Context: an optimization exercise on an open-source flow, tuned for small area. The choices shown serve that exercise and are no tape-out recipe.
The RTL was checked by simulation tests, not by an equivalence proof against the original design.
The clock input has no modelled driver; a real chip could not lean on it and would need a root buffer or a full tree.
Power and IR drop assume default switching activity.

== job 102 ==
==> flow/design.v <==
module CounterUD(
input wire clk, reset, En,
input wire [2:0] SW,
input wire UD,
output wire [7:0] LED,
output wire [7:0] Dao );
reg ca, cb;  
reg [2:0] r1;  
reg [6:0] r2;  
reg [9:0] r3;  
reg [12:0] r4;  
reg [16:0] r5;  
reg [19:0] r6;  
reg [19:0] r7;  
reg [7:1] fr;
reg p;
reg [7:0] cnt;
wire fb1 = ~(r1[2] ^ r1[1]);
wire e2 = ((r2 & 7'd115) == 7'd16);
wire e3 = ((r3 & 10'd943) == 10'd41);
wire e4 = ((r4 & 13'd8183) == 13'd1362);
wire e5 = ((r5 & 17'd128957) == 17'd16385);
wire e6 = ((r6 & 20'd491503) == 20'd279595);
wire e7 = ((r7 & 20'd1015807) == 20'd791585);
wire set1 = ~ca & ((r1 & 3'd1) == 3'd1);
wire clr1 = cb & ((r1 & 3'd7) == 3'd4);
wire set2 = ~ca & ((r2 & 7'd100) == 7'd4);
wire clr2 = cb & e2;
wire set3 = ~ca & ((r3 & 10'd415) == 10'd267);
wire clr3 = cb & e3;
wire set4 = ~ca & ((r4 & 13'd6775) == 13'd530);
wire clr4 = cb & e4;
wire set5 = ~ca & ((r5 & 17'd16363) == 17'd1);
wire clr5 = cb & e5;
wire set6 = ~ca & ((r6 & 20'd783867) == 20'd57651);
wire clr6 = cb & e6;
wire set7 = ~ca & ((r1 & 3'd3) == 3'd3) & ((r7 & 20'd1046491) == 20'd275457);
wire clr7 = cb & e7 & ((r1 & 3'd5) == 3'd4);
wire [7:0] f = {fr, ca};
wire s = En & f[SW];
wire [7:0] nx;
wire [7:0] c;  
assign c[0] = s & ~p;
genvar i;
generate for (i = 0; i < 7; i = i + 1) begin : g_ud
  if (i % 2 == 0) begin : g_even
    ud_even u (.ci(c[i]), .q(cnt[i]), .ud(UD), .co(c[i+1]), .qn(nx[i]));
  end else begin : g_odd
    ud_odd u (.ci(c[i]), .q(cnt[i]), .ud(UD), .co(c[i+1]), .qn(nx[i]));
  end
end endgenerate
ud_last u7 (.ci(c[7]), .q(cnt[7]), .qn(nx[7]));
always @(posedge clk, posedge reset)
if (reset) begin
  ca <= 1'b0; cb <= 1'b0;
  r1 <= 3'd0;
  r2 <= 7'd36;
  r3 <= 10'd66;
  r4 <= 13'd2736;
  r5 <= 17'd36996;
  r6 <= 20'd559188;
  r7 <= 20'd75843;
  fr <= 7'd0; p <= 1'b0; cnt <= 8'd0;
end else begin
  ca <= ~cb; cb <= ca & ~cb;
  r1 <= {r1[1:0], fb1};
  r2 <= {r2[5], r2[4], r2[3], r2[2], (r2[1] | e2), r2[0], (r2[6] ^ r2[5])};
  r3 <= {r3[8], r3[7], r3[6], r3[5], r3[4], (r3[3] & ~e3), r3[2], r3[1], r3[0], (r3[9] ^ r3[8])};
  r4 <= {r4[11], r4[10], r4[9], r4[8], r4[7], r4[6], r4[5], r4[4], r4[3], r4[2], (r4[1] & ~e4), r4[0], ~(r4[12] ^ r4[3])};
  r5 <= {r5[15], r5[14], r5[13], r5[12], r5[11], r5[10], r5[9], r5[8], r5[7], r5[6], r5[5], r5[4], r5[3], r5[2], r5[1], (r5[0] & ~e5), (r5[16] ^ r5[2])};
  r6 <= {r6[18], r6[17], r6[16], r6[15], r6[14], r6[13], r6[12], r6[11], r6[10], r6[9], r6[8], r6[7], r6[6], r6[5], r6[4], r6[3], r6[2], r6[1], (r6[0] & ~e6), ~(r6[19] ^ r6[2])};
  r7 <= {(r7[18] & ~e7), r7[17], r7[16], r7[15], r7[14], r7[13], r7[12], r7[11], r7[10], r7[9], r7[8], r7[7], r7[6], r7[5], r7[4], r7[3], r7[2], r7[1], r7[0], (r7[19] ^ r7[16])};
  fr[1] <= set1 | (fr[1] & ~clr1);
  fr[2] <= set2 | (fr[2] & ~clr2);
  fr[3] <= set3 | (fr[3] & ~clr3);
  fr[4] <= set4 | (fr[4] & ~clr4);
  fr[5] <= set5 | (fr[5] & ~clr5);
  fr[6] <= set6 | (fr[6] & ~clr6);
  fr[7] <= set7 | (fr[7] & ~clr7);
  p <= s;
  cnt <= nx;
end
assign LED = cnt;
assign Dao = ~cnt;
endmodule
module ud_even(input wire ci, q, ud, output wire co, qn);
assign co = ~(ci & (q ^ ud));
assign qn = q ^ ci;
endmodule
module ud_odd(input wire ci, q, ud, output wire co, qn);
assign co = ~(ci | ~(q ^ ud));
assign qn = ~(q ^ ci);
endmodule
module ud_last(input wire ci, q, output wire qn);
assign qn = ~(q ^ ci);
endmodule
==> flow/config.mk <==
export PLATFORM = sky130hd
export DESIGN_NAME = CounterUD
export DESIGN_NICKNAME = CounterUD
export VERILOG_FILES = /design/flow/design.v
export SDC_FILE = /design/flow/constraint.sdc
export NUM_CORES = 4
export LEC_CHECK = 0
export CAP_MARGIN = 20
export CORE_MARGIN = 2
export CORE_UTILIZATION = 55
export SLEW_MARGIN = 20
export SYNTH_HIERARCHICAL = 1
export SYNTH_MINIMUM_KEEP_SIZE = 0
==> flow/constraint.sdc <==
create_clock -name core_clock -period 10.0 [get_ports {clk}]
set_input_delay 2.0000 -clock core_clock [delete_from_list [all_inputs] [get_ports {clk}]]
set_output_delay 2.0000 -clock core_clock [all_outputs]
set_load 0.01 [all_outputs]
standard.sh (not shown) runs the stock make flow with config.mk's settings and CLKGATE_MAP_FILE= SYNTH_SCRIPT=/design/flow/synth_recipe.tcl, a recipe that flattens the netlist after the stock synthesis.
==> flow/flow/run.sh <==
#!/bin/bash
# Standard ORFS layout (standard.sh) with changes that only affect cell sizes and buffers:
# - combinational cells downsized after synthesis (later repair steps upsize where needed),
# - port buffers are buf_1,
# - CTS without dummy loads; its tree is then replaced by four leaf buffers driven from the
#   clock port (reclock_step.tcl), one per group of nearby registers.
set -euo pipefail
R=orfs/results/$FLOW_PLATFORM/CounterUD/base
export BUFFER_PORTS_ARGS="-buffer_cell sky130_fd_sc_hd__buf_1"
export CTS_ARGS="-sink_clustering_enable -repair_clock_nets -dont_use_dummy_load -buf_list sky130_fd_sc_hd__clkbuf_8"
bash standard.sh synth > run_synth.log 2>&1
DOWNSIZE_ODB=$R/1_synth.odb openroad -no_init -exit flow/downsize.tcl > run_downsize.log 2>&1
bash standard.sh cts > run_cts.log 2>&1
RECLOCK_ODB=$R/4_cts.odb RECLOCK_SDC=$R/4_cts.sdc RECLOCK_K=4 RECLOCK_BUF=sky130_fd_sc_hd__clkbuf_8 \
  RECLOCK_SIZES="sky130_fd_sc_hd__clkbuf_8 sky130_fd_sc_hd__clkbuf_16" RECLOCK_SLEW=0.105 \
  openroad -no_init -exit flow/reclock_step.tcl > run_reclock.log 2>&1
bash standard.sh finish > run_finish.log 2>&1
Other scripts of this flow, unchanged in this note and not shown: flow/flow/downsize.tcl, flow/flow/reclock.tcl, flow/flow/reclock_step.tcl, flow/flow/sizeleaf.tcl
## Diff of input files: job 101 against job 102
==> flow/design.v <==
module CounterUD(
input wire clk, reset, En,
input wire [2:0] SW,
input wire UD,
output wire [7:0] LED,
output wire [7:0] Dao );
reg ca, cb;  
reg [2:0] r1;  
reg [6:0] r2;  
reg [9:0] r3;  
reg [12:0] r4;  
reg [16:0] r5;  
reg [19:0] r6;  
reg [19:0] r7;  
reg [7:1] fr;
reg p;
reg [7:0] cnt;
wire fb1 = ~(r1[2] ^ r1[1]);
wire e2 = ((r2 & 7'd115) == 7'd16);
wire e3 = ((r3 & 10'd863) == 10'd73);
wire e4 = ((r4 & 13'd8187) == 13'd681);
wire e5 = ((r5 & 17'd128957) == 17'd16385);
wire e6 = ((r6 & 20'd983037) == 20'd567400);
wire e7 = ((r7 & 20'd1040383) == 20'd984328);
wire set1 = ~ca & ((r1 & 3'd1) == 3'd1);
wire clr1 = cb & ((r1 & 3'd7) == 3'd4);
wire set2 = ~ca & ((r2 & 7'd100) == 7'd4);
wire clr2 = cb & e2;
wire set3 = ~ca & ((r3 & 10'd821) == 10'd0);
wire clr3 = cb & e3;
wire set4 = ~ca & ((r4 & 13'd7483) == 13'd265);
wire clr4 = cb & e4;
wire set5 = ~ca & ((r5 & 17'd16363) == 17'd1);
wire clr5 = cb & e5;
wire set6 = ~ca & ((r6 & 20'd704383) == 20'd557420);
wire clr6 = cb & e6;
wire set7 = ~ca & ((r1 & 3'd3) == 3'd3) & ((r7 & 20'd1048054) == 20'd855296);
wire clr7 = cb & e7 & ((r1 & 3'd5) == 3'd4);
wire [7:0] f = {fr, ca};
wire s = En & f[SW];
wire [7:0] nx;
wire [7:0] c;  
assign c[0] = s & ~p;
genvar i;
generate for (i = 0; i < 7; i = i + 1) begin : g_ud
  if (i % 2 == 0) begin : g_even
    ud_even u (.ci(c[i]), .q(cnt[i]), .ud(UD), .co(c[i+1]), .qn(nx[i]));
  end else begin : g_odd
    ud_odd u (.ci(c[i]), .q(cnt[i]), .ud(UD), .co(c[i+1]), .qn(nx[i]));
  end
end endgenerate
ud_last u7 (.ci(c[7]), .q(cnt[7]), .qn(nx[7]));
always @(posedge clk, posedge reset)
if (reset) begin
  ca <= 1'b0; cb <= 1'b0;
  r1 <= 3'd0;
  r2 <= 7'd36;
  r3 <= 10'd18;
  r4 <= 13'd1368;
  r5 <= 17'd36996;
  r6 <= 20'd213200;
  r7 <= 20'd805392;
  fr <= 7'd0; p <= 1'b0; cnt <= 8'd0;
end else begin
  ca <= ~cb; cb <= ca & ~cb;
  r1 <= {r1[1:0], fb1};
  r2 <= {r2[5], r2[4], r2[3], r2[2], (r2[1] | e2), r2[0], (r2[6] ^ r2[5])};
  r3 <= {r3[8], r3[7], (r3[6] & ~e3), r3[5], r3[4], r3[3], r3[2], r3[1], r3[0], ~(r3[9] ^ r3[6])};
  r4 <= {r4[11], r4[10], r4[9], r4[8], r4[7], r4[6], r4[5], r4[4], r4[3], r4[2], r4[1], (r4[0] & ~e4), ~(r4[12] ^ r4[3])};
  r5 <= {r5[15], r5[14], r5[13], r5[12], r5[11], r5[10], r5[9], r5[8], r5[7], r5[6], r5[5], r5[4], r5[3], r5[2], r5[1], (r5[0] & ~e5), (r5[16] ^ r5[2])};
  r6 <= {r6[18], r6[17], r6[16], r6[15], r6[14], r6[13], r6[12], (r6[11] & ~e6), r6[10], r6[9], r6[8], r6[7], r6[6], r6[5], r6[4], r6[3], r6[2], r6[1], r6[0], ~(r6[19] ^ r6[0])};
  r7 <= {r7[18], r7[17], (r7[16] & ~e7), r7[15], r7[14], r7[13], r7[12], r7[11], r7[10], r7[9], r7[8], r7[7], r7[6], r7[5], r7[4], r7[3], r7[2], r7[1], r7[0], (r7[19] ^ r7[16])};
  fr[1] <= set1 | (fr[1] & ~clr1);
  fr[2] <= set2 | (fr[2] & ~clr2);
  fr[3] <= set3 | (fr[3] & ~clr3);
  fr[4] <= set4 | (fr[4] & ~clr4);
  fr[5] <= set5 | (fr[5] & ~clr5);
  fr[6] <= set6 | (fr[6] & ~clr6);
  fr[7] <= set7 | (fr[7] & ~clr7);
  p <= s;
  cnt <= nx;
end
assign LED = cnt;
assign Dao = ~cnt;
endmodule
module ud_even(input wire ci, q, ud, output wire co, qn);
assign co = ~(ci & (q ^ ud));
assign qn = q ^ ci;
endmodule
module ud_odd(input wire ci, q, ud, output wire co, qn);
assign co = ~(ci | ~(q ^ ud));
assign qn = ~(q ^ ci);
endmodule
module ud_last(input wire ci, q, output wire qn);
assign qn = ~(q ^ ci);
endmodule
Notes after the runs:
When the final numbers for job 102 and job 101 were put side by side, the die area turned out to be smaller in job 101.
Job 102 has a higher part of the total power dissipated in the clock network than job 101.
Final core utilization: job 101 vs job 102 up 2.1 points
Note that the first-iteration DRC count recorded for job 101 amounts to 1.7 times the value seen in job 102.
Job 101 ends up with higher fraction of standard cell area that is sequential than job 102 does.
Share of layout cells above drive strength 1: job 102 vs job 101, no meaningful difference
The global-route wire length before repair of job 101 was inferior to that of job 102.
In every run of this note, the design's own scripts or RTL, not TritonCTS, make the clock network.

[re-timing with driven ports]
How much do the figures lean on ideal ports? The routed layouts below were timed once more, with nothing changed but the port constraints. Step 1, drivers: a clkbuf_16 drives clk and a buf_2 each remaining input, both assumed. Step 2 moves the port delays by t, midway between the first and last clock arrival at a register: inputs arrive t later, outputs are due t later. That takes back most of the time a late clock gives input paths. a / b / c = ideal / step 1 / step 2; a / b = the first two.
run	shift t [ns]	setup slack, ns	worst setup path after step 2	clock arrival spread, ns	worst data-port slew with drivers (ns)
job 102	0.228	6.119 / 6.167 / 5.939	input to register	0.017 / 0.018	0.03
job 101	0.230	6.072 / 6.123 / 5.892	input to register	0.026 / 0.025	0.03
After both steps every run listed still meets setup and hold.
